Background: an optimization exercise with open tools, aiming at small area. Do not read the settings as production practice. Function was checked by simulation only, so behaviour that the tests miss may differ from the original. Power figures rest on the tool's default switching activity, not on a simulated workload.

==> design/flow/design.v <==
module k580vi53
(
	input        reset,
	input        clk_sys,
	input  [1:0] addr,
	input  [7:0] din,
	output [7:0] dout,
	input        wr,
	input        rd,
	input  [2:0] clk_timer,
	input  [2:0] gate,
	output [2:0] out,
	output [2:0] sound_active
);
reg       old_wr, old_rd;
reg [1:0] old_addr, old_sel;
always @(posedge clk_sys) begin
	old_wr   <= wr & ~reset;
	old_rd   <= rd & ~reset;
	old_addr <= addr;
	old_sel  <= din[7:6];
end
wire old_wr_cw = old_wr && (old_addr == 3);
wire [2:0] cw_edge, wr_edge, rd_edge, rd_sel;
wire [7:0] val0, val1, val2;
genvar i;
generate
	for(i = 0; i < 3; i = i + 1) begin : ch
		assign cw_edge[i] = wr && (addr == 3) && (din[7:6] == i) && !(old_wr_cw && (old_sel == i));
		assign wr_edge[i] = wr && (addr == i) && !(old_wr && (old_addr == i));
		assign rd_edge[i] = rd && (addr == i) && !(old_rd && (old_addr == i));
	end
endgenerate
timer t0(reset, clk_sys, clk_timer[0], din, val0, rd_sel[0], cw_edge[0], wr_edge[0], rd_edge[0], gate[0], out[0], sound_active[0]);
timer t1(reset, clk_sys, clk_timer[1], din, val1, rd_sel[1], cw_edge[1], wr_edge[1], rd_edge[1], gate[1], out[1], sound_active[1]);
timer t2(reset, clk_sys, clk_timer[2], din, val2, rd_sel[2], cw_edge[2], wr_edge[2], rd_edge[2], gate[2], out[2], sound_active[2]);
reg [7:0] q;
assign dout = q;
always @(posedge clk_sys) begin
	if(reset || !rd || addr == 3) q <= 8'hff;
	else if(rd_edge[0]) q <= rd_sel[0] ? val0 : 8'hff;
	else if(rd_edge[1]) q <= rd_sel[1] ? val1 : 8'hff;
	else if(rd_edge[2]) q <= rd_sel[2] ? val2 : 8'hff;
end
endmodule
module timer
(
	input        reset,
	input        clk_sys,
	input        clk_timer,
	input  [7:0] din,
	output [7:0] val,
	output       val_ok,
	input        cw_edge,
	input        wr_edge,
	input        rd_edge,
	input        gate,
	output reg   out,
	output reg   sound_active
);
reg  [5:0] cw;
reg [15:0] counter;
reg [15:0] ld_count;
reg [15:0] l_counter;
reg  [7:0] ldiff;
reg        pause;
reg        stop1, stop2;
reg        msbw, msbr;
reg        latched;
wire [1:0] rw   = cw[5:4];
wire [2:0] mode = cw[3:1];
wire       bcd  = cw[0];
wire [7:0] chk;
assign chk[3:0] = (bcd && din[3:0] > 9) ? 4'd9 : din[3:0];
assign chk[7:4] = (bcd && din[7:4] > 9) ? 4'd9 : din[7:4];
wire ld_inc = wr_edge && ((rw[1] ^ rw[0]) || msbw);
wire [15:0] rsrc = latched ? l_counter : counter;
wire        rhi  = (rw == 2) || ((rw == 3) && msbr);
assign val    = rhi ? rsrc[15:8] : rsrc[7:0];
assign val_ok = (rw != 0);
always @(posedge clk_sys) begin
	if(cw_edge) begin
		msbw <= 0;
		msbr <= 0;
		if(!din[5:4]) begin
			if(!latched) begin
				latched   <= 1;
				l_counter <= counter;
			end
		end else begin
			cw      <= din[5:0];
			latched <= 0;
			stop1   <= 1;
			pause   <= 1;
		end
	end
	if(wr_edge) begin
		case(rw)
			1: begin
					ld_count <= {8'd0, chk};
					stop1 <= 0;
					pause <= 0;
				end
			2: begin
					ld_count <= {chk, 8'd0};
					stop1 <= 0;
					pause <= 0;
				end
			default: begin
					if(msbw) ld_count[15:8] <= chk;
						else  ld_count[7:0]  <= chk;
					msbw  <= ~msbw;
					pause <= ~msbw;
					if(msbw) stop1 <= 0;
				end
		endcase
	end
	if(rd_edge) begin
		if(latched && rw != 0 && (rw != 3 || msbr)) latched <= 0;
		msbr <= ~msbr;
	end
	if(reset) begin
		stop1   <= 1;
		cw      <= 0;
		msbw    <= 0;
		msbr    <= 0;
		latched <= 0;
		pause   <= 0;
	end
end
wire        m3   = (mode[1:0] == 2'b11);
wire  [1:0] k    = (m3 && counter[0]) ? (out ? 2'd1 : 2'd3) : (m3 ? 2'd2 : 2'd1);
wire  [4:0] lo   = {1'b0, counter[3:0]} - {3'b0, k};
wire  [3:0] d0   = (bcd && lo[4]) ? lo[3:0] - 4'd6 : lo[3:0];
wire        b1   = lo[4];
wire        b2   = b1 && (counter[7:4] == 0);
wire        b3   = b2 && (counter[11:8] == 0);
wire  [3:0] d1   = !b1 ? counter[7:4]   : (counter[7:4]   == 0) ? (bcd ? 4'd9 : 4'd15) : counter[7:4]   - 1'd1;
wire  [3:0] d2   = !b2 ? counter[11:8]  : (counter[11:8]  == 0) ? (bcd ? 4'd9 : 4'd15) : counter[11:8]  - 1'd1;
wire  [3:0] d3   = !b3 ? counter[15:12] : (counter[15:12] == 0) ? (bcd ? 4'd9 : 4'd15) : counter[15:12] - 1'd1;
wire [15:0] dec  = {d3, d2, d1, d0};
wire hi_zero = (counter[15:2] == 0);
wire c_eq1 = hi_zero && (counter[1:0] == 1);
wire c_eq2 = hi_zero && (counter[1:0] == 2);
wire c_le1 = hi_zero && !counter[1];
wire c_le2 = hi_zero && (counter[1:0] != 3);
wire stop = stop1 | stop2;
reg old_gate;
reg start, count_en, m3state;
reg old_clk;
wire tedge = old_clk & ~clk_timer;
wire grise = !old_gate & gate;
always @(posedge clk_sys) begin
	old_clk <= clk_timer;
	if(tedge) begin
		stop2 <= stop1;
		old_gate <= gate;
		start <= stop;
		sound_active <= (!mode || (mode[1:0] == 2'b11)) && !stop;
		casex(mode)
			3'b000: 	if(stop) begin out <=0; count_en <=0; end
						else begin
							if(start || ldiff != 0) begin
								counter <= ld_count;
								out <=0;
								count_en <=1;
							end else if(!pause && gate) begin
								counter <= dec;
								if(c_eq1) begin
									out <=1;
									count_en <=0;
								end
							end
						end
			3'b001: 	if(stop) begin out <=1; count_en <=0; end
						else begin
							if(grise) begin
								counter <= ld_count;
								out <=0;
								count_en <=1;
							end else begin
								counter <= dec;
								if(c_eq1 && count_en) begin
									out <=1;
									count_en <=0;
								end
							end
						end
			3'bX10: 	if(stop || !gate) out <=1;
						else begin
							if(start || grise || c_le1) begin
								counter <=ld_count;
								out <=1;
							end else begin
								counter <= dec;
								if(c_eq2) out <=0;
							end
						end
			3'bX11: 	if(stop || !gate) begin out <=1; m3state <=1; end
						else begin
							if(start || grise || c_le2) begin
								counter <=ld_count;
								out <= m3state;
								m3state <= ~m3state;
							end else begin
								counter <= dec;
							end
						end
			3'b100: 	if(stop) begin out <=1; count_en <=0; end
						else begin
							out <=1;
							if(start) begin
								counter  <=ld_count;
								count_en <=1;
							end else if(gate) begin
								counter <= dec;
								if(c_eq1 && count_en) begin
									out <=0;
									count_en <=0;
								end
							end
						end
			3'b101: 	if(stop) begin out <=1; count_en <=0; end
						else begin
							out <=1;
							if(grise) begin
								counter <=ld_count;
								count_en <=1;
							end else begin
								counter <= dec;
								if(c_eq1 && count_en) begin
									out <=0;
									count_en <=0;
								end
							end
						end
		endcase
	end
	ldiff <= (tedge ? 8'd0 : ldiff) + ld_inc;
	if(reset) begin
		old_clk <= 0;
		stop2 <= 1;
		old_gate <= 0;
		start <= 0;
		sound_active <= 0;
		counter <= 0;
		out <= 0;
		count_en <= 0;
		m3state <= 0;
		ldiff <= 0;
	end
end
endmodule
==> design/flow/run.sh <==
#!/bin/bash
# synth_recipe.tcl (not shown) runs the flow's synth.tcl, then flattens the netlist and writes it again
# the make line also repeats each setting of config.mk as NAME=value (left out here)
make -C /OpenROAD-flow-scripts/flow DESIGN_CONFIG=/design/flow/config.mk WORK_HOME=/design/flow/orfs CLKGATE_MAP_FILE= SYNTH_SCRIPT=/design/flow/synth_recipe.tcl finish
==> design/flow/config.mk <==
export PLATFORM = sky130hd
export DESIGN_NAME = k580vi53
export DESIGN_NICKNAME = k580vi53
export VERILOG_FILES = /design/flow/design.v
export SDC_FILE = /design/flow/constraint.sdc
export NUM_CORES = 4
export LEC_CHECK = 0
export CAP_MARGIN = 20
export CORE_MARGIN = 2
export CORE_UTILIZATION = 40
export SLEW_MARGIN = 20
==> design/flow/constraint.sdc <==
create_clock -name core_clock -period 10.0 [get_ports {clk_sys}]
set_input_delay 2.0000 -clock core_clock [delete_from_list [all_inputs] [get_ports {clk_sys}]]
set_output_delay 2.0000 -clock core_clock [all_outputs]
set_load 0.01 [all_outputs]
==> flow_summary.json, run 1 <==
{
  "rr_worst_depth": 9,
  "synth.area.top_cells": "edfxtp_1, dfxtp_1, nor2_1, nand2_1, ha_1",
  "cts_resized": 0,
  "cp_top_family": "compound AO/OA/AOI/OAI gates",
  "ctsLongestPathBuffers": 3,
  "r2r_start": "t0.cw[1]$_SDFFE_PP0P_",
  "final_hold_viol_count": 0,
  "drt_pre_antenna_iters": 5,
  "num_vias": 11000,
  "dp_hpwl_um": 24300,
  "drtIter0Drc": 739,
  "yosysUniqueCellTypes": 85,
  "cts_tree": "done",
  "ctsHoldBuffers": 0,
  "h-tree-depth": 1,
  "synthFlopType": "dfxtp_1",
  "grt_use_total": 0.191,
  "layout.cells.non_filler": 1969,
  "placementRows": 67,
  "status": "timing/DRC/antenna clean",
  "place_congestion": 0.848,
  "cp.buffers_inverters": 1,
  "regToRegSetupSlack_ps": 6750,
  "final_max_slew_viol_count": 0,
  "use_met3": 0.0257,
  "crit_path_start_kind": "primary input",
  "period_share": 0.452,
  "layout_setup_ws_ps": 5480,
  "setup_violations": 0,
  "grt_use_met2": 0.308,
  "yosys.area.top_type": "edfxtp_1",
  "leakagePower_nw": 5.50,
  "hold_path_class": "flop to flop",
  "antenna_left": 0,
  "critPathMaxFanout": 26,
  "postCtsSetupRepairBufs": 0,
  "p_per_area_nw_per_um2": 148,
  "nets": 1562,
  "maxCapViolCount": 0,
  "finalSetupTns_ps": 0,
  "crit_chain": "clkdlybuf4s50_1 -> nor4b_1 -> o21ai_0 -> a31oi_1 -> o21a_1 -> nand2_1 -> o32ai_1",
  "area_growth_pct": 11.8,
  "cts_root_buffer": "clkbuf_16",
  "yosysMostFrequentCell": "nor2_1",
  "wl_per_cell_um": 17.3,
  "viasPerCell": 5.57,
  "layout_min_cycle_time_ps": 4520,
  "clk_latency_ps": 560,
  "dieArea_um2": 35000,
  "relSlewSlack": 0.276,
  "top_level_ports": 34,
  "cts_sinks": 239,
  "dp_slack_ps": 4960,
  "initial_core_util": 0.403,
  "busiest_layer": "met2",
  "fmax_ghz": 0.221,
  "rr_endpoint": "t0.counter[9]$_SDFFE_PP0P_",
  "coreArea_um2": 33300,
  "crit_type": "primary input to flop",
  "syn_inst": 1516,
  "cp-endpoint": "t0.counter[5]$_SDFFE_PP0P_",
  "ys_async_sr_fraction": 0,
  "yosysWarnings": 2,
  "wl_um": 34000,
  "die_w_um": 187,
  "antenna_found_initial": 0,
  "ys_ff_latch": 239,
  "crit_required_ps": 10470,
  "grt_max_degree": 43,
  "clk_pin_slew_ps": 60,
  "yosysTopAreaCellShare": 0.215,
  "worst_pin_slew_ps": 1080,
  "rsz0062_at_grt": "no",
  "cp.depth": 7,
  "ys_seq_area_frac": 0.428,
  "dpl.cell_count": 1916,
  "synth_edf_count": 96,
  "cpPeakStageDelay_ps": 770,
  "synth_nets": 1580,
  "die_h_um": 187,
  "cts_buffers": 28,
  "grt_first_pass_wirelength_um": 55000,
  "avgSynthCellArea_um2": 8.85,
  "netlist_area_um2": 13400,
  "setup.worst_path.end_class": "flop",
  "vdd_ir_drop_max_mv": 0.148,
  "crit_start": "clk_timer[0]",
  "drc": 0,
  "cp_slowest_cell": "o21a_1",
  "arrival_ps": 4990,
  "io_buffers": 33,
  "synth_common_cells": "nor2_1, nand2_1, dfxtp_1",
  "gr-total-overflow": 0,
  "skew_ps": 33.5,
  "drive_gt1_frac": 0.0895,
  "grt_pass1_vias": 10400,
  "grtUsageMet1": 0.264
}
[report_power, final]
part / switching [mW] / total (mW) / leakage (nW) / internal [mW]
Clock: 0.412 / 1.06 / 0.469 / 0.650
Sequential: 0.0123 / 1.04 / 2.07 / 1.02
Combinational: 0.0790 / 0.123 / 2.96 / 0.0438
[registers in the layout (all words and copies together), names as in the netlist, 8 cells and up]
name and flops:
t2.ldiff 8, t1.ld_count 16, t0.ld_count 16, t2.ld_count 16
t0.ldiff 8, t2.l_counter 16, t2.counter 16, t1.counter 16
t1.l_counter 16, t1.ldiff 8, t0.l_counter 16, t0.counter 16
q 8
[cell usage in the layout, fill, tap and decap left out, types with 10 or more instances in the layout]
cell,count
nor2_1,177
inv_1,63
nand2_1,172
dfxtp_1,143
xnor2_1,11
or3_1,14
mux2i_1,51
ha_1,41
edfxtp_1,96
o21ai_0,76
or2_2,13
clkdlybuf4s50_1,32
a311oi_1,22
nor3_1,45
mux2_2,35
a21oi_1,87
xor2_1,11
nand4_1,14
clkbuf_16,29
nor2b_1,38
nand2b_1,24
o211ai_1,15
nand3_1,39
and2_1,10
o22ai_1,16
buf_4,13
a31oi_1,18
a211oi_1,20
and3_1,10
[worst register-to-register path, delay by kind of cell, from the launching register on]
kind / cells / cell delay [ps]
and+or+nand+nor: 2 / 1110
adders and majority gates: 1 / 320
DFF: 1 / 720
AOI/OAI and AO/OA: 6 / 940
[metal layers]
layer	wire length, um	vias up
li1	-	5451
met1	15800	5230
met2	15600	241
met3	1550	51
met4	1050	0
met5	0	-
[final cells by class]
cell class                      count  area, um^2
Tap cell                          448         561
Clock buffer                       37         776
Sequential cell                   239        5750
Clock inverter                     15         195
Fill cell                        3260       18300
Antenna cell                        1        2.50
Inverter                           65         244
Multi-Input combinational cell   1119        7060
Timing Repair Buffer               45         418
[cell families (layout without fill, tap and decap cells)]
logic type / after synthesis / after routing / synth area share
other cells: 0 / 1 / 0
simple gates: 621 / 621 / 0.228
buf+inv: 158 / 162 / 0.0476
mux: 86 / 86 / 0.0674
xor+xnor: 22 / 22 / 0.0144
compound gates: 346 / 346 / 0.172
flops: 239 / 239 / 0.428
fa+ha+maj: 44 / 44 / 0.0427
[worst min-delay path by stage]
stage	startpoint	to	slack, ps	cells past startpoint
6_report	t2.count_en$_SDFFE_PP0P_	t2.count_en$_SDFFE_PP0P_	480	2
5_1_grt	t2.stop2$_SDFFE_PP1P_	t2.stop2$_SDFFE_PP1P_	510	2
3_5_place_dp	t2.m3state$_SDFFE_PP0P_	t2.m3state$_SDFFE_PP0P_	470	1
2_1_floorplan	t2.m3state$_SDFFE_PP0P_	t2.m3state$_SDFFE_PP0P_	440	1
4_1_cts	t2.m3state$_SDFFE_PP0P_	t2.m3state$_SDFFE_PP0P_	480	1
3_3_place_gp	t1.count_en$_SDFFE_PP0P_	t1.count_en$_SDFFE_PP0P_	460	2
[through the flow]
| stage | power, mW | area (um^2) | utilization | hold WS [ps] |
|---|---|---|---|---|
| final | 2.22 | 15000 | 0.451 | 477 |
| after global routing | 2.30 | 15000 | 0.451 | 506 |
| after CTS | 2.25 | 15000 | 0.451 | 483 |
| after detailed placement | 1.18 | 14000 | 0.421 | 472 |
| after global placement | 1.18 | 14000 | 0.421 | 460 |
| after floorplan | 1.14 | 13400 | - | 445 |
==> run 2, diff against run 1 <==
--- a/design/flow/design.v
+++ b/design/flow/design.v
@@ -123,9 +123,7 @@
 		stop1   <= 1;
 		cw      <= 0;
 		msbw    <= 0;
-		msbr    <= 0;
 		latched <= 0;
-		pause   <= 0;
 	end
 end
 wire        m3   = (mode[1:0] == 2'b11);
@@ -240,14 +238,11 @@
 	if(reset) begin
 		old_clk <= 0;
 		stop2 <= 1;
-		old_gate <= 0;
-		start <= 0;
 		sound_active <= 0;
 		counter <= 0;
 		out <= 0;
 		count_en <= 0;
 		m3state <= 0;
-		ldiff <= 0;
 	end
 end
 endmodule
==> design/flow/flow/run.sh (new file) <==
#!/bin/bash
# Own layout flow: the standard synthesis, then the combinational logic
# between the (unchanged) registers is re-mapped by ABC for area, then the
# standard ORFS layout with a lighter clock tree and small port buffers.
set -euo pipefail
W=$PWD
F=$W/flow
R=$W/orfs/results/$FLOW_PLATFORM/k580vi53/base
O=$W/orfs/objects/$FLOW_PLATFORM/k580vi53/base
YOSYS=$(command -v yosys || echo /OpenROAD-flow-scripts/tools/install/yosys/bin/yosys)

# 1. standard synthesis (registers, their names and cell types come from here)
bash standard.sh synth > $W/log_synth_standard.log 2>&1
cp $R/1_2_yosys.v $W/netlist_standard.v

# 2. re-map the logic between the registers for area
export RESYN_LIB=$FLOW_HOME/platforms/$FLOW_PLATFORM/lib/sky130_fd_sc_hd__tt_025C_1v80.lib
export RESYN_DONT_USE="$(sed -n '/DONT_USE_CELLS/,/^$/p' $FLOW_HOME/platforms/$FLOW_PLATFORM/config.mk | grep -o 'sky130_fd_sc_hd__[a-z0-9_]*' | tr '\n' ' ')"
export RESYN_IN=$W/netlist_standard.v
export RESYN_OUT=$W/netlist_resyn.v
export RESYN_SCRIPT=$F/resyn.abc
export RESYN_CONSTR=$O/abc.constr
export RESYN_TOP=$FLOW_TOP
$YOSYS -c $F/resyn.tcl > $W/log_resyn.log 2>&1
cp $W/netlist_resyn.v $R/1_2_yosys.v
rm -f $R/1_synth.odb $R/1_synth.sdc

# 3. layout
export CTS_ARGS="-sink_clustering_enable -repair_clock_nets -dont_use_dummy_load -buf_list sky130_fd_sc_hd__clkbuf_4"
export BUFFER_PORTS_ARGS="-buffer_cell sky130_fd_sc_hd__buf_1"
bash standard.sh finish > $W/log_layout.log 2>&1
==> design/flow/flow/resyn.abc (new file) <==
strash
&get -n
&deepsyn -T 60
&put
dch -f
map -a
mfs2 -a
strash
dch -f
map -a
==> design/flow/flow/resyn.tcl (new file) <==
yosys -import
read_liberty -ignore_miss_func $::env(RESYN_LIB)
read_verilog $::env(RESYN_IN)
hierarchy -top $::env(RESYN_TOP)
# sequential cells stay as they are; everything else becomes plain logic
set seqs [list]
foreach c {dfxtp_1 dfxtp_2 dfxtp_4 edfxtp_1 dfrtp_1 dfrtp_2 dfrtp_4 dfstp_1 dfxbp_1 edfxbp_1 sdfxtp_1 sdfxbp_1 dfbbp_1 dfrbp_1 dfsbp_1 dlxtp_1 dlxtn_1} {
  lappend seqs sky130_fd_sc_hd__$c
}
blackbox {*}$seqs
flatten
opt_clean -purge
setundef -zero
set du [list]
foreach c $::env(RESYN_DONT_USE) { lappend du -dont_use $c }
abc -liberty $::env(RESYN_LIB) {*}$du -script $::env(RESYN_SCRIPT) -constr $::env(RESYN_CONSTR) -D 10000
opt_clean -purge
hilomap -singleton -hicell sky130_fd_sc_hd__conb_1 HI -locell sky130_fd_sc_hd__conb_1 LO
splitnets
opt_clean -purge
stat -liberty $::env(RESYN_LIB)
select $::env(RESYN_TOP)
write_verilog -noattr -noexpr -nohex -nodec -selected $::env(RESYN_OUT)
==> design/flow/standard.sh (new file) <==
#!/bin/bash
# synth_recipe.tcl (not shown) runs the flow's synth.tcl, then flattens the netlist and writes it again
# the make line also repeats each setting of config.mk as NAME=value (left out here)
make -C /OpenROAD-flow-scripts/flow DESIGN_CONFIG=/design/flow/config.mk WORK_HOME=/design/flow/orfs CLKGATE_MAP_FILE= SYNTH_SCRIPT=/design/flow/synth_recipe.tcl "${@:-finish}"
removed: design/flow/run.sh
==> run 2 against run 1 <==
Sequential power about the same. Critical path depth is 11 higher. Synthesized cell count decreased by 16%. Final cell count is 13% lower. Wire length shrank 18%. Hold slack got worse by 47 ps. Combinational power shrank 26%. Area after synthesis is 21% lower. Critical path type unchanged.
==> flow_summary.json, run 2 <==
{
  "netSwitchingFraction": 0.240,
  "final_cell_mix": "nand2_1, nor2_1, clkinv_1",
  "drt_pre_antenna_iters": 8,
  "ctsLongestPathBuffers": 3,
  "fillers": 2630,
  "io_buffers": 33,
  "p_int_mw": 1.37,
  "wl_um": 27900,
  "crit_path_start_kind": "primary input",
  "antenna_found_initial": 3,
  "final_area_um2": 11700,
  "relSlewSlack": 0.279,
  "p_per_area_nw_per_um2": 154,
  "vdd_ir_drop_max_mv": 0.0934,
  "power_switching_mw": 0.434,
  "leakagePower_nw": 4.25,
  "period_share": 0.469,
  "grt_pass1_vias": 8767,
  "setup.worst_path.end_class": "flop",
  "maxCapViolCount": 0,
  "layout.cells.non_filler": 1721,
  "avgSynthCellArea_um2": 8.28,
  "clk_pin_slew_ps": 50,
  "dp_slack_ps": 4800,
  "placementRows": 59,
  "final_max_slew_viol_count": 0,
  "arrival_ps": 5230,
  "critPathMaxFanout": 7,
  "layout_commonest_cell": "nand2_1",
  "die_h_um": 167,
  "cts_tree": "done",
  "comb_power_share": 0.050,
  "grt_use_total": 0.202,
  "finalSetupTns_ps": 0,
  "setup_violations": 0,
  "drc": 0,
  "cts_sinks": 239,
  "post-route-util": 0.450,
  "antenna_left": 0,
  "grt_first_pass_wirelength_um": 45300,
  "area_growth_pct": 10.5,
  "ctsHoldBuffers": 0,
  "worst_pin_slew_ps": 1080,
  "postCtsSetupRepairBufs": 0,
  "clk_latency_ps": 660,
  "yosysWarnings": 2,
  "top_level_ports": 34,
  "gr-total-overflow": 0,
  "coreArea_um2": 26000,
  "place_congestion": 0.904,
  "syn_inst": 1278,
  "layout_min_cycle_time_ps": 4690,
  "skew_ps": 56.1,
  "layout_setup_ws_ps": 5310,
  "crit_type": "primary input to flop",
  "wl_per_cell_um": 16.2,
  "status": "timing/DRC/antenna clean",
  "cts_root_buffer": "clkbuf_4",
  "rsz0062_at_grt": "no",
  "final_hold_viol_count": 0,
  "crit_required_ps": 10540,
  "dp_hpwl_um": 20300,
  "dpl_cell_area_um2": 11200,
  "pwr-share-clk": 0.364,
  "netlist_area_um2": 10600,
  "drive_gt1_frac": 0.0693,
  "dpl.cell_count": 1652,
  "die_w_um": 167,
  "nets": 1407,
  "drtIter0Drc": 677,
  "cts_buffers": 67,
  "hold_path_class": "flop to flop",
  "num_vias": 9090,
  "synth_nets": 1298,
  "fmax_ghz": 0.213,
  "h-tree-depth": 3,
  "pwr-share-seq": 0.585,
  "dieArea_um2": 27800,
  "viasPerCell": 5.28,
  "power.total_mw": 1.81,
  "grt_max_degree": 33,
  "cts_resized": 0,
  "whs_ps": 430,
  "initial_core_util": 0.407
}
==> run 2: final cells by class <==
type                    count  area (um^2)  share of cell area
well taps                 335          419              0.0358
multi-input cells         856         4040               0.345
diodes                      1         2.50            0.000214
repair buffers             40          178              0.0152
clock buffers              67          503              0.0430
inverters                 183          687              0.0587
flip-flops and latches    239         5870               0.502
==> run 2: path summary, 6_finish.rpt <==
kind	startpoint	endpoint	slack (ps)	cells after the start
min reg2reg	t0.ld_count[3]$_SDFFCE_PN0P_	t0.counter[3]$_SDFFE_PP0P_	430	2
max	gate[0]	t0.counter[14]$_SDFFE_PP0P_	5310	18
max reg2reg	t0.stop1$_SDFF_PP1_	t0.counter[14]$_SDFFE_PP0P_	6210	18
min	t0.ld_count[3]$_SDFFCE_PN0P_	t0.counter[3]$_SDFFE_PP0P_	430	2
==> run 2: critical path, cell delays in order <==
cell and delay (ps):
buf_1 250, clkinv_1 210, a211oi_1 330, o21ai_0 180
a21oi_1 260, nand2_1 110, nor2_1 150, clkinv_1 100
nor2_1 260, clkinv_1 160, nor3_1 250, nand3_1 110
nor3_1 260, nand4_1 210, clkinv_1 120, nor2_1 40
o21ai_0 160, nand2_1 60
==> run 2: power by group through the flow <==
stage | clock [mW] | sequential, mW | combinational (mW)
2_1_floorplan | 0 | 1.07 | 0.0569
3_3_place_gp | 0 | 1.08 | 0.0897
3_5_place_dp | 0 | 1.08 | 0.0908
4_1_cts | 0.681 | 1.06 | 0.0910
5_1_grt | 0.726 | 1.06 | 0.102
6_report | 0.658 | 1.06 | 0.0912
==> run 2: per-layer routing <==
metal | vias up | routed length (um) | global-route usage
li1 | 4606 | - | -
met1 | 4091 | 13200 | 0.281
met2 | 314 | 12100 | 0.309
met3 | 75 | 1780 | 0.0425
met4 | 4 | 874 | 0.0828
met5 | - | 27 | 0
==> run 3, diff against run 2 <==
--- a/design/flow/design.v
+++ b/design/flow/design.v
@@ -61,6 +61,7 @@
 reg  [5:0] cw;
 reg [15:0] counter;
 reg [15:0] ld_count;
+wire [15:0] ld_val = {ld_count[15:8] & {8{rw != 1}}, ld_count[7:0] & {8{rw != 2}}};
 reg [15:0] l_counter;
 reg  [7:0] ldiff;
 reg        pause;
@@ -97,12 +98,12 @@
 	if(wr_edge) begin
 		case(rw)
 			1: begin
-					ld_count <= {8'd0, chk};
+					ld_count[7:0] <= chk;
 					stop1 <= 0;
 					pause <= 0;
 				end
 			2: begin
-					ld_count <= {chk, 8'd0};
+					ld_count[15:8] <= chk;
 					stop1 <= 0;
 					pause <= 0;
 				end
@@ -159,7 +160,7 @@
 			3'b000: 	if(stop) begin out <=0; count_en <=0; end
 						else begin
 							if(start || ldiff != 0) begin
-								counter <= ld_count;
+								counter <= ld_val;
 								out <=0;
 								count_en <=1;
 							end else if(!pause && gate) begin
@@ -173,7 +174,7 @@
 			3'b001: 	if(stop) begin out <=1; count_en <=0; end
 						else begin
 							if(grise) begin
-								counter <= ld_count;
+								counter <= ld_val;
 								out <=0;
 								count_en <=1;
 							end else begin
@@ -187,7 +188,7 @@
 			3'bX10: 	if(stop || !gate) out <=1;
 						else begin
 							if(start || grise || c_le1) begin
-								counter <=ld_count;
+								counter <=ld_val;
 								out <=1;
 							end else begin
 								counter <= dec;
@@ -197,7 +198,7 @@
 			3'bX11: 	if(stop || !gate) begin out <=1; m3state <=1; end
 						else begin
 							if(start || grise || c_le2) begin
-								counter <=ld_count;
+								counter <=ld_val;
 								out <= m3state;
 								m3state <= ~m3state;
 							end else begin
@@ -208,7 +209,7 @@
 						else begin
 							out <=1;
 							if(start) begin
-								counter  <=ld_count;
+								counter  <=ld_val;
 								count_en <=1;
 							end else if(gate) begin
 								counter <= dec;
@@ -222,7 +223,7 @@
 						else begin
 							out <=1;
 							if(grise) begin
-								counter <=ld_count;
+								counter <=ld_val;
 								count_en <=1;
 							end else begin
 								counter <= dec;
--- a/design/flow/flow/run.sh
+++ b/design/flow/flow/run.sh
@@ -26,6 +26,6 @@
 rm -f $R/1_synth.odb $R/1_synth.sdc
 
 # 3. layout
-export CTS_ARGS="-sink_clustering_enable -repair_clock_nets -dont_use_dummy_load -buf_list sky130_fd_sc_hd__clkbuf_4"
+export CTS_ARGS="-sink_clustering_enable -repair_clock_nets -dont_use_dummy_load -buf_list sky130_fd_sc_hd__clkbuf_8 -sink_clustering_size 16 -sink_clustering_max_diameter 70"
 export BUFFER_PORTS_ARGS="-buffer_cell sky130_fd_sc_hd__buf_1"
 bash standard.sh finish > $W/log_layout.log 2>&1
==> run 3 against run 2 <==
Still clean. Global-route usage is 1.5 points lower. Sequential power barely moved. Flip-flop and latch count did not move. Hold slack improved by 14 ps. Utilization decreased by 1.1 points. Wire length fell by 5.9%. Area after synthesis decreased by 0.63%. Clock power is 27% lower. Sequential share of layout area rose by 1.4 points. Critical endpoint is now t2.counter[14]$_SDFFE_PP0P_. Largest cell class unchanged.
==> flow_summary.json, run 3 <==
{
  "crit_type": "primary input to flop",
  "final_hold_viol_count": 0,
  "pwr-share-clk": 0.294,
  "placementRows": 59,
  "h-tree-depth": 1,
  "arrival_ps": 5160,
  "place_congestion": 0.922,
  "hold_path_class": "flop to flop",
  "drive_gt1_frac": 0.0284,
  "grt_use_total": 0.188,
  "nets": 1323,
  "power_switching_mw": 0.394,
  "rsz0062_at_grt": "no",
  "antenna_found_initial": 0,
  "final_max_slew_viol_count": 0,
  "p_per_area_nw_per_um2": 144,
  "period_share": 0.469,
  "viasPerCell": 5.31,
  "num_vias": 8689,
  "relSlewSlack": 0.285,
  "status": "timing/DRC/antenna clean",
  "cp_top_family": "simple AND/OR/NAND/NOR gates",
  "netlist_area_um2": 10500,
  "setup_violations": 0,
  "netSwitchingFraction": 0.241,
  "whs_ps": 444,
  "die_h_um": 166,
  "cts_root_buffer": "clkbuf_8",
  "p_int_mw": 1.24,
  "finalSetupTns_ps": 0,
  "grt_pass1_vias": 8045,
  "pwr-share-seq": 0.648,
  "clk_latency_ps": 540,
  "clk_pin_slew_ps": 110,
  "crit_required_ps": 10470,
  "cts_resized": 0,
  "crit_chain": "buf_1 -> clkinv_1 -> or2_2 -> a21oi_1 -> clkinv_1 -> nor2_1 -> clkinv_1 -> nor2_1 -> clkinv_1 -> nor2_1 -> nand2_1 -> nor2_1 -> clkinv_1 -> nor2_1 -> and2_2 -> nand2_1 -> a311oi_1 -> o21ai_0 -> o21ai_0",
  "top_level_ports": 34,
  "antenna_left": 0,
  "ctsHoldBuffers": 0,
  "cpPeakStageDelay_ps": 310,
  "initial_core_util": 0.406,
  "gr-total-overflow": 0,
  "grt_first_pass_wirelength_um": 42300,
  "vdd_ir_drop_max_mv": 0.104,
  "syn_inst": 1244,
  "cts_tree": "done",
  "leakagePower_nw": 3.92,
  "num_antenna_cells": 0,
  "cp.depth": 19,
  "coreArea_um2": 25900,
  "setup.worst_path.end_class": "flop",
  "die_w_um": 166,
  "whs_path_depth": 2,
  "io_buffers": 33,
  "final_cell_mix": "clkinv_1, nand2_1, nor2_1",
  "dp_hpwl_um": 19600,
  "cts_buffers": 19,
  "cp.buffers_inverters": 6,
  "wl_um": 26300,
  "cp_slowest_cell": "or2_2",
  "area_growth_pct": 8.07,
  "cts_sinks": 239,
  "comb_power_share": 0.058,
  "worst_pin_slew_ps": 1060,
  "crit_path_start_kind": "primary input",
  "drtIter0Drc": 885,
  "ctsLongestPathBuffers": 3,
  "maxCapViolCount": 0,
  "wl_per_cell_um": 16.1,
  "yosysWarnings": 2,
  "post-route-util": 0.439,
  "drc": 0,
  "dieArea_um2": 27600,
  "critPathMaxFanout": 5,
  "drt_pre_antenna_iters": 5,
  "layout_min_cycle_time_ps": 4690,
  "grt_max_degree": 33,
  "rr_worst_depth": 20,
  "avgSynthCellArea_um2": 8.45,
  "postCtsSetupRepairBufs": 0,
  "fmax_ghz": 0.213,
  "synth_nets": 1264,
  "skew_ps": 27.9,
  "layout_commonest_cell": "clkinv_1"
}
==> run 3: path summary, 6_finish.rpt <==
check                           slack (ps)                     start                     endpoint
worst max-delay path                  5310                   gate[2]  t2.counter[14]$_SDFFE_PP0P_
worst min-delay path                   440  t0.ld_count[3]$_DFFE_PP_   t0.counter[3]$_SDFFE_PP0P_
worst max register to register        6380       t2.stop1$_SDFF_PP1_  t2.counter[14]$_SDFFE_PP0P_
worst min register to register         440  t0.ld_count[3]$_DFFE_PP_   t0.counter[3]$_SDFFE_PP0P_
==> run 3: cell type report <==
class                   count  area, um^2
clock buffers              19         262
well taps                 335         419
multi-input cells         808        3920
flip-flops and latches    239        5870
fillers                  2584       14500
repair buffers             38         163
inverters                 197         739
==> run 3: per-stage QoR <==
stage | cells | total power, mW | setup WS [ps] | area, um^2
final | 1636 | 1.64 | 5310 | 11400
after global routing | 1636 | 1.70 | 4880 | 11400
after CTS | 1636 | 1.65 | 5390 | 11400
after detailed placement | 1617 | 1.18 | 4830 | 11100
after global placement | 1617 | 1.18 | 4960 | 11100
after floorplan | 1244 | 1.14 | 5410 | 10500
==> run 3: power by group through the flow <==
stage,clock (mW),sequential [mW],combinational [mW]
finish,0.482,1.06,0.0947
global route,0.526,1.06,0.107
CTS,0.494,1.06,0.0947
detailed placement,0,1.08,0.0942
global placement,0,1.08,0.0931
floorplan,0,1.08,0.0608
==> run 3: worst reg2reg max path: stages (launching register included) <==
cell and delay (ps):
dfxtp_1 340, nor2_1 260, clkinv_1 220, nor2_1 160, o31ai_1 120, a21oi_1 150
clkinv_1 140, nor2_1 150, clkinv_1 100, nor2_1 140, clkinv_1 140, nor2_1 170
nand2_1 120, nor2_1 190, clkinv_1 160, nor2_1 170, and2_2 190, nand2_1 100
a311oi_1 270, o21ai_0 120, o21ai_0 190
==> run 3: metal layers <==
layer,GRT usage,routed length [um],part of all wire,vias to the layer above
met4,0.0639,910,0.035,0
met3,0.0269,1410,0.054,52
met2,0.295,11600,0.44,216
met1,0.267,12400,0.47,4024
li1,-,-,-,4397
met5,0,0,0,-
==> run 4, diff against run 3 <==
--- a/design/flow/design.v
+++ b/design/flow/design.v
@@ -21,26 +21,34 @@
 	old_sel  <= din[7:6];
 end
 wire old_wr_cw = old_wr && (old_addr == 3);
-wire [2:0] cw_edge, wr_edge, rd_edge, rd_sel;
-wire [7:0] val0, val1, val2;
+wire [2:0] cw_edge, wr_edge;
+wire [2:0] asel;
+wire [15:0] cnt0, cnt1, cnt2, lat0, lat1, lat2;
+wire  [4:0] rs0, rs1, rs2;
 genvar i;
 generate
 	for(i = 0; i < 3; i = i + 1) begin : ch
+		assign asel[i]    = (addr == i);
 		assign cw_edge[i] = wr && (addr == 3) && (din[7:6] == i) && !(old_wr_cw && (old_sel == i));
-		assign wr_edge[i] = wr && (addr == i) && !(old_wr && (old_addr == i));
-		assign rd_edge[i] = rd && (addr == i) && !(old_rd && (old_addr == i));
+		assign wr_edge[i] = wr && asel[i] && !(old_wr && (old_addr == i));
 	end
 endgenerate
-timer t0(reset, clk_sys, clk_timer[0], din, val0, rd_sel[0], cw_edge[0], wr_edge[0], rd_edge[0], gate[0], out[0], sound_active[0]);
-timer t1(reset, clk_sys, clk_timer[1], din, val1, rd_sel[1], cw_edge[1], wr_edge[1], rd_edge[1], gate[1], out[1], sound_active[1]);
-timer t2(reset, clk_sys, clk_timer[2], din, val2, rd_sel[2], cw_edge[2], wr_edge[2], rd_edge[2], gate[2], out[2], sound_active[2]);
+wire rd_edge = rd && !(old_rd && (old_addr == addr));
+timer t0(reset, clk_sys, clk_timer[0], din, cnt0, lat0, rs0, cw_edge[0], wr_edge[0], rd_edge && asel[0], gate[0], out[0], sound_active[0]);
+timer t1(reset, clk_sys, clk_timer[1], din, cnt1, lat1, rs1, cw_edge[1], wr_edge[1], rd_edge && asel[1], gate[1], out[1], sound_active[1]);
+timer t2(reset, clk_sys, clk_timer[2], din, cnt2, lat2, rs2, cw_edge[2], wr_edge[2], rd_edge && asel[2], gate[2], out[2], sound_active[2]);
+wire [4:0] s0 = rs0 & {5{asel[0]}};
+wire [4:0] s1 = rs1 & {5{asel[1]}};
+wire [4:0] s2 = rs2 & {5{asel[2]}};
+wire [7:0] rv =
+	({8{s0[0]}} & cnt0[7:0]) | ({8{s0[1]}} & cnt0[15:8]) | ({8{s0[2]}} & lat0[7:0]) | ({8{s0[3]}} & lat0[15:8]) | {8{s0[4]}} |
+	({8{s1[0]}} & cnt1[7:0]) | ({8{s1[1]}} & cnt1[15:8]) | ({8{s1[2]}} & lat1[7:0]) | ({8{s1[3]}} & lat1[15:8]) | {8{s1[4]}} |
+	({8{s2[0]}} & cnt2[7:0]) | ({8{s2[1]}} & cnt2[15:8]) | ({8{s2[2]}} & lat2[7:0]) | ({8{s2[3]}} & lat2[15:8]) | {8{s2[4]}};
 reg [7:0] q;
 assign dout = q;
 always @(posedge clk_sys) begin
 	if(reset || !rd || addr == 3) q <= 8'hff;
-	else if(rd_edge[0]) q <= rd_sel[0] ? val0 : 8'hff;
-	else if(rd_edge[1]) q <= rd_sel[1] ? val1 : 8'hff;
-	else if(rd_edge[2]) q <= rd_sel[2] ? val2 : 8'hff;
+	else if(rd_edge) q <= rv;
 end
 endmodule
 module timer
@@ -49,8 +57,9 @@
 	input        clk_sys,
 	input        clk_timer,
 	input  [7:0] din,
-	output [7:0] val,
-	output       val_ok,
+	output [15:0] cnt,
+	output [15:0] lat,
+	output  [4:0] rsel,
 	input        cw_edge,
 	input        wr_edge,
 	input        rd_edge,
@@ -75,10 +84,11 @@
 assign chk[3:0] = (bcd && din[3:0] > 9) ? 4'd9 : din[3:0];
 assign chk[7:4] = (bcd && din[7:4] > 9) ? 4'd9 : din[7:4];
 wire ld_inc = wr_edge && ((rw[1] ^ rw[0]) || msbw);
-wire [15:0] rsrc = latched ? l_counter : counter;
 wire        rhi  = (rw == 2) || ((rw == 3) && msbr);
-assign val    = rhi ? rsrc[15:8] : rsrc[7:0];
-assign val_ok = (rw != 0);
+wire        rok  = (rw != 0);
+assign cnt  = counter;
+assign lat  = l_counter;
+assign rsel = {!rok, rok && latched && rhi, rok && latched && !rhi, rok && !latched && rhi, rok && !latched && !rhi};
 always @(posedge clk_sys) begin
 	if(cw_edge) begin
 		msbw <= 0;
==> design/flow/flow/resyn.abc (replaced) <==
strash
&get -n
&deepsyn -T 60
&st
&dch -f
&nf -p -R 1000 -C 32 -F 8
&put
==> run 4 against run 3 <==
Synthesized cell count is 21% lower. Final area is 3.7% lower. Area after synthesis is 4.6% lower. Register-to-register slack worse by 800 ps. Non-clock buffer count is 8 higher. Final cell count is 16% lower. Maximum frequency is 9.1% lower. First-iteration DRC count is 10% lower. Critical path type unchanged. Largest power group unchanged.
==> flow_summary.json, run 4 <==
{
  "place_congestion": 0.902,
  "layout_commonest_cell": "dfxtp_1",
  "cts_root_buffer": "clkbuf_8",
  "final_max_slew_viol_count": 0,
  "wl_per_cell_um": 19.9,
  "cts_tree": "done",
  "yosysWarnings": 2,
  "critPathMaxFanout": 10,
  "antenna_found_initial": 4,
  "multi_input_area_um2": 4100,
  "p_per_area_nw_per_um2": 147,
  "io_buffers": 33,
  "skew_ps": 35.6,
  "power.total_mw": 1.61,
  "cts_resized": 0,
  "antenna_left": 0,
  "h-tree-depth": 1,
  "netlist_area_um2": 10000,
  "coreArea_um2": 24500,
  "die_h_um": 162,
  "avgSynthCellArea_um2": 10.3,
  "postCtsSetupRepairBufs": 0,
  "drt_pre_antenna_iters": 5,
  "clk_latency_ps": 540,
  "arrival_ps": 5570,
  "cts_sinks": 239,
  "area_growth_pct": 9.11,
  "nets": 1064,
  "hold_path_class": "flop to flop",
  "finalSetupTns_ps": 0,
  "grt_max_degree": 39,
  "regToRegSetupSlack_ps": 5580,
  "crit_required_ps": 10420,
  "grt_use_total": 0.205,
  "dieArea_um2": 26400,
  "clk_pin_slew_ps": 100,
  "post-route-util": 0.447,
  "crit_type": "primary input to flop",
  "wl_um": 27200,
  "drive_gt1_frac": 0.0355,
  "placementRows": 57,
  "relSlewSlack": 0.311,
  "synth_nets": 997,
  "ctsHoldBuffers": 0,
  "drtIter0Drc": 796,
  "gr-total-overflow": 0,
  "leakagePower_nw": 3.74,
  "crit_path_start_kind": "primary input",
  "ctsLongestPathBuffers": 3,
  "setup_violations": 0,
  "grt_pass1_vias": 7380,
  "top_level_ports": 34,
  "die_w_um": 162,
  "seqCellArea_um2": 5870,
  "cts_buffers": 19,
  "dp_hpwl_um": 19100,
  "final_cell_mix": "dfxtp_1, nand2_1, edfxtp_1",
  "worst_pin_slew_ps": 1030,
  "period_share": 0.516,
  "status": "timing/DRC/antenna clean",
  "initial_core_util": 0.410,
  "num_vias": 7954,
  "grt_first_pass_wirelength_um": 42200,
  "final_hold_viol_count": 0,
  "drc": 0,
  "setup.worst_path.end_class": "flop",
  "fmax_ghz": 0.194,
  "fillers": 2348,
  "maxCapViolCount": 0,
  "layout_min_cycle_time_ps": 5160,
  "syn_inst": 977,
  "viasPerCell": 5.82,
  "vdd_ir_drop_max_mv": 0.0714,
  "rsz0062_at_grt": "no"
}
## run 4: final timing paths
check                        startpoint                          end  cells past startpoint
setup reg to reg  t1.cw[2]$_SDFFE_PP0P_  t1.counter[15]$_SDFFE_PP0P_                     19
setup / recovery           clk_timer[1]  t1.counter[15]$_SDFFE_PP0P_                     16
hold reg to reg   t0.stop2$_SDFFE_PP1P_        t0.stop2$_SDFFE_PP1P_                      2
hold / removal    t0.stop2$_SDFFE_PP1P_        t0.stop2$_SDFFE_PP1P_                      2
## run 4: power by group
| group | total [mW] | leakage, nW | switching, mW | internal, mW |
|---|---|---|---|---|
| Sequential | 1.05 | 2.01 | 0.0133 | 1.04 |
| Combinational | 0.0825 | 1.60 | 0.0570 | 0.0256 |
| Clock | 0.475 | 0.137 | 0.303 | 0.172 |
| Total | 1.61 | 3.74 | 0.374 | 1.23 |
## run 4: through the flow
| stage | area [um^2] | setup slack, ps | hold slack [ps] | std cells |
|---|---|---|---|---|
| after floorplan | 10000 | 4980 | 408 | 977 |
| after CTS | 10900 | 4910 | 445 | 1366 |
| final | 10900 | 4840 | 446 | 1367 |
| after global placement | 10700 | 4500 | 426 | 1347 |
| after global routing | 10900 | 4420 | 462 | 1367 |
| after detailed placement | 10700 | 4360 | 432 | 1347 |
## run 4: final cells by class
cell class / instances / area share
Sequential cell: 239 / 0.536
Multi-Input combinational cell: 716 / 0.375
Tap cell: 324 / 0.0370
Clock buffer: 19 / 0.0239
Timing Repair Buffer: 46 / 0.0204
Inverter: 22 / 0.00755
Antenna cell: 1 / 0.000229
## run 4: critical path, cell delays in order
cell and delay (ps):
buf_1 70, nand2b_1 300, clkinv_1 280, nand4_1 200, nand2b_1 230, or2_0 270
nand2b_1 240, nor3_1 410, nand2_1 160, or2_0 290, nor4_1 540, nand2_1 210
nor2_1 150, a21oi_1 70, o21ai_0 70, nand2_1 70
## run 4: routing by layer
metal,part of all wire,track usage,up-vias
met5,0.00099,0,-
met4,0.027,0.0539,4
li1,-,-,3814
met1,0.46,0.305,3797
met2,0.44,0.317,284
met3,0.066,0.0272,55
==> run 5, diff against run 4 <==
--- a/design/flow/design.v
+++ b/design/flow/design.v
@@ -99,7 +99,7 @@
 				l_counter <= counter;
 			end
 		end else begin
-			cw      <= din[5:0];
+			cw      <= {din[5:4], din[3] & ~din[2], din[2:0]};
 			latched <= 0;
 			stop1   <= 1;
 			pause   <= 1;
==> design/flow/flow/resyn.abc (replaced) <==
strash
&get -n
&deepsyn -T 60
&st
&dch -f
&nf -p -R 1000 -C 32 -F 8
&put
mfs2 -a
strash
&get -n
&st
&dch -f
&nf -p -R 1000 -C 32 -F 8
&put
==> run 5 against run 4 <==
Via count is 2.6% lower. Register-to-register slack better by 170 ps. Wire length is 8.1% lower. Maximum frequency is 5.2% lower. Final area is 1.0% lower. First-iteration DRC count is 8.3% higher. Setup slack worse by 280 ps. Area after synthesis is 0.79% lower. Flip-flop and latch count stayed put. Power is 0.62% higher. Largest power group unchanged. Highest routed layer unchanged.
==> flow_summary.json, run 5 <==
{
  "grt_max_degree": 47,
  "gr-total-overflow": 0,
  "cts_resized": 0,
  "grt_pass1_vias": 7152,
  "die_w_um": 162,
  "antenna_left": 0,
  "regToRegSetupSlack_ps": 5750,
  "wl_per_cell_um": 18.6,
  "pwr-share-seq": 0.656,
  "power_switching_mw": 0.373,
  "dieArea_um2": 26200,
  "drive_gt1_frac": 0.0323,
  "multi_input_area_um2": 4040,
  "h-tree-depth": 1,
  "drt_pre_antenna_iters": 8,
  "vdd_ir_drop_max_mv": 0.0951,
  "io_buffers": 33,
  "cts_buffers": 19,
  "grt_use_total": 0.191,
  "num_antenna_cells": 0,
  "viasPerCell": 5.75,
  "crit_type": "primary input to flop",
  "cts_tree": "done",
  "rr_endpoint": "t1.counter[14]$_SDFFE_PP0P_",
  "status": "timing/DRC/antenna clean",
  "crit_start": "clk_timer[1]",
  "pwr-share-clk": 0.290,
  "num_vias": 7746,
  "netSwitchingFraction": 0.231,
  "top_level_ports": 34,
  "dp_hpwl_um": 17700,
  "final_max_slew_viol_count": 0,
  "synth_nets": 982,
  "crit_path_start_kind": "primary input",
  "place_congestion": 0.857,
  "drtIter0Drc": 862,
  "cts_root_buffer": "clkbuf_8",
  "netlist_area_um2": 9950,
  "fillers": 2365,
  "wl_um": 25000,
  "clk_latency_ps": 520,
  "critPathMaxFanout": 9,
  "initial_core_util": 0.408,
  "relSlewSlack": 0.247,
  "whs_endpoint": "t0.stop2$_SDFFE_PP1P_",
  "fmax_ghz": 0.184,
  "clk_pin_slew_ps": 100,
  "arrival_ps": 5850,
  "nets": 1044,
  "coreArea_um2": 24400,
  "avgSynthCellArea_um2": 10.3,
  "whs_path_depth": 2,
  "ctsLongestPathBuffers": 3,
  "layout_commonest_cell": "dfxtp_1",
  "drc": 0,
  "finalSetupTns_ps": 0,
  "skew_ps": 50.1,
  "leakagePower_nw": 3.70,
  "area_growth_pct": 8.85,
  "p_per_area_nw_per_um2": 149,
  "final_cell_mix": "dfxtp_1, nand2_1, edfxtp_1",
  "grt_first_pass_wirelength_um": 39700,
  "crit_chain": "buf_1 -> nand2b_1 -> clkinv_1 -> nand2_1 -> a211o_1 -> o21bai_1 -> nand2b_1 -> or2_0 -> or3_1 -> or4_1 -> or2_0 -> nor3_1 -> nand2_1 -> nor3_1 -> xor2_1 -> a22o_1",
  "postCtsSetupRepairBufs": 0,
  "setup.worst_path.end_class": "flop",
  "ctsHoldBuffers": 0,
  "hold_path_class": "flop to flop",
  "min_from": "t0.stop2$_SDFFE_PP1P_",
  "antenna_found_initial": 1,
  "maxCapViolCount": 0,
  "rsz0062_at_grt": "no",
  "post-route-util": 0.444,
  "yosysWarnings": 2,
  "comb_power_share": 0.054,
  "cts_sinks": 239,
  "placementRows": 57,
  "die_h_um": 162,
  "worst_pin_slew_ps": 1130,
  "period_share": 0.544,
  "crit_required_ps": 10410,
  "cpPeakStageDelay_ps": 460,
  "power.total_mw": 1.62,
  "rr_worst_depth": 14,
  "final_hold_viol_count": 0,
  "seqCellArea_um2": 5870,
  "p_int_mw": 1.24,
  "r2r_start": "t1.stop1$_SDFF_PP1_",
  "syn_inst": 962,
  "layout_min_cycle_time_ps": 5440,
  "cp_slowest_cell": "or4_1",
  "setup_violations": 0
}
-- run 5: worst max-delay path, delay by kind of cell --
kind,cells,cell delay [ps]
AO/OA/AOI/OAI,3,700
XOR/XNOR,1,110
buffers and inverters,2,300
AND/OR/NAND/NOR,10,2730
-- run 5: metrics by stage --
step           hold slack, ps  cell area, um^2  worst slack (ps)  std cells
2_1_floorplan             417             9950              4610        962
3_3_place_gp              423            10600              4210       1327
3_5_place_dp              428            10600              4080       1327
4_1_cts                   443            10800              4620       1346
5_1_grt                   459            10800              4240       1346
6_report                  438            10800              4560       1346
-- run 5: worst max path at each step --
| stage | to | slack (ps) | depth (start not counted) |
|---|---|---|---|
| final | t1.counter[14]$_SDFFE_PP0P_ | 4560 | 16 |
| after global routing | t1.counter[15]$_SDFFE_PP0P_ | 4240 | 16 |
| after CTS | t1.counter[14]$_SDFFE_PP0P_ | 4620 | 16 |
| after detailed placement | t1.counter[14]$_SDFFE_PP0P_ | 4080 | 16 |
| after global placement | t1.counter[14]$_SDFFE_PP0P_ | 4210 | 16 |
| after floorplan | t1.counter[14]$_SDFFE_PP0P_ | 4610 | 15 |
-- run 5: area by class of cell --
class,instances,share of cell area
Sequential cell,239,0.542
Multi-Input combinational cell,703,0.373
Tap cell,324,0.0374
Clock buffer,19,0.0241
Timing Repair Buffer,41,0.0171
Inverter,20,0.00693
-- run 5: power by group through the flow --
stage | combinational [mW] | sequential [mW] | clock [mW]
2_1_floorplan | 0.0537 | 1.08 | 0
3_3_place_gp | 0.0871 | 1.08 | 0
3_5_place_dp | 0.0880 | 1.08 | 0
4_1_cts | 0.0885 | 1.06 | 0.490
5_1_grt | 0.0988 | 1.06 | 0.524
6_report | 0.0880 | 1.06 | 0.468
-- run 5: layer usage --
layer  wire length, um  up-vias  track usage
met1             11600     3703        0.274
li1                  -     3740            -
met4               523        2       0.0491
met5                11        -            0
met3              1470       49       0.0258
met2             11400      252        0.306
==> run 6, diff against run 5 <==
--- a/design/flow/design.v
+++ b/design/flow/design.v
@@ -164,7 +164,7 @@
 	if(tedge) begin
 		stop2 <= stop1;
 		old_gate <= gate;
-		start <= stop;
+		start <= stop2;
 		sound_active <= (!mode || (mode[1:0] == 2'b11)) && !stop;
 		casex(mode)
 			3'b000: 	if(stop) begin out <=0; count_en <=0; end
--- a/design/flow/config.mk
+++ b/design/flow/config.mk
@@ -7,5 +7,5 @@
 export LEC_CHECK = 0
 export CAP_MARGIN = 20
 export CORE_MARGIN = 2
-export CORE_UTILIZATION = 40
+export CORE_UTILIZATION = 65
 export SLEW_MARGIN = 20
==> run 6 against run 5 <==
Count of clock-buffer cells in the layout decreased by 1. Wire length is essentially flat. Die area is 37% lower. Hold slack worse by 1.6 ps. Sequential power is essentially flat. Final area fell by 1.2%. Sequential share of layout area increased by 0.67 points.
==> flow_summary.json, run 6 <==
{
  "status": "timing/DRC/antenna clean",
  "io_buffers": 33,
  "final_hold_viol_count": 0,
  "grt_pass1_vias": 7425,
  "cts_sinks": 239,
  "hold_path_class": "flop to flop",
  "p_per_area_nw_per_um2": 152,
  "final_cell_mix": "dfxtp_1, nand2_1, edfxtp_1",
  "vdd_ir_drop_max_mv": 0.136,
  "cts_root_buffer": "clkbuf_8",
  "period_share": 0.573,
  "netlist_area_um2": 10000,
  "postCtsSetupRepairBufs": 0,
  "cp-endpoint": "t2.counter[15]$_SDFFE_PP0P_",
  "drt_pre_antenna_iters": 8,
  "num_vias": 8090,
  "skew_ps": 39.9,
  "clk_latency_ps": 550,
  "crit_required_ps": 10510,
  "num_antenna_cells": 0,
  "crit_start": "clk_timer[2]",
  "crit_path_start_kind": "primary input",
  "final_max_slew_viol_count": 0,
  "cts_tree": "done",
  "relSlewSlack": 0.315,
  "maxCapViolCount": 0,
  "drive_gt1_frac": 0.0309,
  "layout_min_cycle_time_ps": 5730,
  "grt_first_pass_wirelength_um": 39700,
  "ctsHoldBuffers": 0,
  "rr_endpoint": "t2.counter[15]$_SDFFE_PP0P_",
  "antenna_found_initial": 0,
  "leakagePower_nw": 3.75,
  "dieArea_um2": 16400,
  "grt_max_degree": 45,
  "wl_per_cell_um": 20.4,
  "antenna_left": 0,
  "nets": 1058,
  "cts_resized": 0,
  "h-tree-depth": 1,
  "setup.worst_path.end_class": "flop",
  "critPathMaxFanout": 12,
  "drtIter0Drc": 786,
  "post-route-util": 0.706,
  "finalSetupTns_ps": 0,
  "wl_um": 25000,
  "initial_core_util": 0.660,
  "place_congestion": 0.925,
  "cts_buffers": 18,
  "fillers": 1177,
  "r2r_start": "t2.cw[2]$_SDFFE_PP0P_",
  "fmax_ghz": 0.175,
  "top_level_ports": 34,
  "rr_worst_depth": 16,
  "area_growth_pct": 6.94,
  "coreArea_um2": 15100,
  "die_h_um": 128,
  "grt_use_total": 0.310,
  "yosysWarnings": 2,
  "crit_type": "primary input to flop",
  "avgSynthCellArea_um2": 10.2,
  "placementRows": 45,
  "rsz0062_at_grt": "no",
  "arrival_ps": 6240,
  "die_w_um": 128,
  "gr-total-overflow": 0,
  "clk_pin_slew_ps": 110,
  "drc": 0,
  "setup_violations": 0,
  "synth_nets": 997,
  "syn_inst": 977,
  "viasPerCell": 6.61,
  "worst_pin_slew_ps": 1030,
  "power.total_mw": 1.62,
  "ctsLongestPathBuffers": 3,
  "dp_hpwl_um": 17400,
  "regToRegSetupSlack_ps": 5430,
  "layout_commonest_cell": "dfxtp_1"
}
run 6: changes by cell type in the layout (fill, tap and decap cells not counted), sizes merged, moves of 6 or more:
cell,change
a222oi,-13
nor2,+12
a221oi,+12
and2,-10
o21a,+6
o21ai,-12
xnor2,-10
a21boi,+13
nand4,-6
nand3,+14
o32a,-6
a22oi,+8
run 6: through the flow:
step	hold slack [ps]	worst slack (ps)	cell area, um^2	instances
after floorplan	415	4360	10000	977
after global placement	424	3960	10400	1206
after detailed placement	426	3800	10500	1206
final	437	4270	10700	1224
after global routing	472	3980	10700	1224
after CTS	450	4360	10700	1224
run 6: worst min-delay path by stage:
stage,from,to,slack [ps],depth (start not counted)
after floorplan,t2.ld_count[7]$_DFFE_PP_,t2.counter[7]$_SDFFE_PP0P_,420,2
after global placement,t1.ld_count[15]$_DFFE_PP_,t1.counter[15]$_SDFFE_PP0P_,420,2
after detailed placement,t1.ld_count[9]$_DFFE_PP_,t1.counter[9]$_SDFFE_PP0P_,430,2
after CTS,t1.ld_count[9]$_DFFE_PP_,t1.counter[9]$_SDFFE_PP0P_,450,2
after global routing,t1.ld_count[6]$_DFFE_PP_,t1.counter[6]$_SDFFE_PP0P_,470,2
final,t2.ld_count[15]$_DFFE_PP_,t2.counter[15]$_SDFFE_PP0P_,440,1
run 6: critical path, stage by stage:
cell and delay [ps]:
buf_1 70, nand2b_1 310, a41oi_1 300, o21ai_0 190, o31ai_1 190, nand2_1 190, or3_1 380, or2_0 280
or3_1 400, nor3_1 310, nand2b_1 150, or3_1 390, or3_1 400, nor3_1 290, o21ai_0 120, a21oi_1 170
a21o_1 90
run 6: final cells by class:
cell class	instances	area (um^2)	share of cell area
Inverter	18	67.6	0.00632
Clock buffer	18	248	0.0232
Tap cell	188	235	0.0220
Multi-Input combinational cell	720	4100	0.383
Timing Repair Buffer	41	185	0.0173
Sequential cell	239	5870	0.548
run 6: power breakdown:
group          internal [mW]  switching [mW]
Clock                  0.163           0.298
Sequential              1.04          0.0216
Combinational         0.0321          0.0644
Total                   1.24           0.384
run 6: metal layers:
layer | vias up | GRT usage | share of wire | wire, um
met3 | 69 | 0.0488 | 0.085 | 2130
met4 | 0 | 0.101 | 0.029 | 728
met5 | - | 0 | 0 | 0
met2 | 395 | 0.474 | 0.44 | 11100
li1 | 3811 | - | - | -
met1 | 3815 | 0.458 | 0.44 | 11100

[static timing again, ports no longer ideal]
The results above use ideal ports. As a check the final layouts listed here were re-extracted and re-timed, cells and wires unchanged. Step 1, drivers: a clkbuf_16 drives clk_sys and a buf_2 each remaining input, both assumed. Step 2 moves the port delays by t, midway between the first and last clock arrival at a register: inputs arrive t later, outputs are due t later. That takes back most of the time a late clock gives input paths. Three values: ideal ports, drivers, drivers and shift; two values: the first two.
run	t (ns)	setup WS [ns]	latest minus earliest clock arrival (ns)	worst register clock-pin slew, ns	worst data-port slew with drivers (ns)
run 1	0.589	5.479 / 5.507 / 4.918	0.038 / 0.038	0.06 / 0.06	0.09
run 2	0.674	5.315 / 5.335 / 4.661	0.062 / 0.062	0.06 / 0.06	0.06
run 3	0.568	5.311 / 5.332 / 4.764	0.028 / 0.028	0.11 / 0.11	0.07
run 4	0.566	4.844 / 4.868 / 4.302	0.035 / 0.036	0.11 / 0.11	0.08
run 5	0.530	4.563 / 4.581 / 4.051	0.050 / 0.050	0.11 / 0.11	0.06
run 6	0.568	4.270 / 4.288 / 3.720	0.040 / 0.040	0.11 / 0.11	0.05
After both steps setup and hold are still met in every run listed. The setup slack of run 2, which loses most, moves by +0.020 ns with the drivers and by -0.654 ns with both steps.
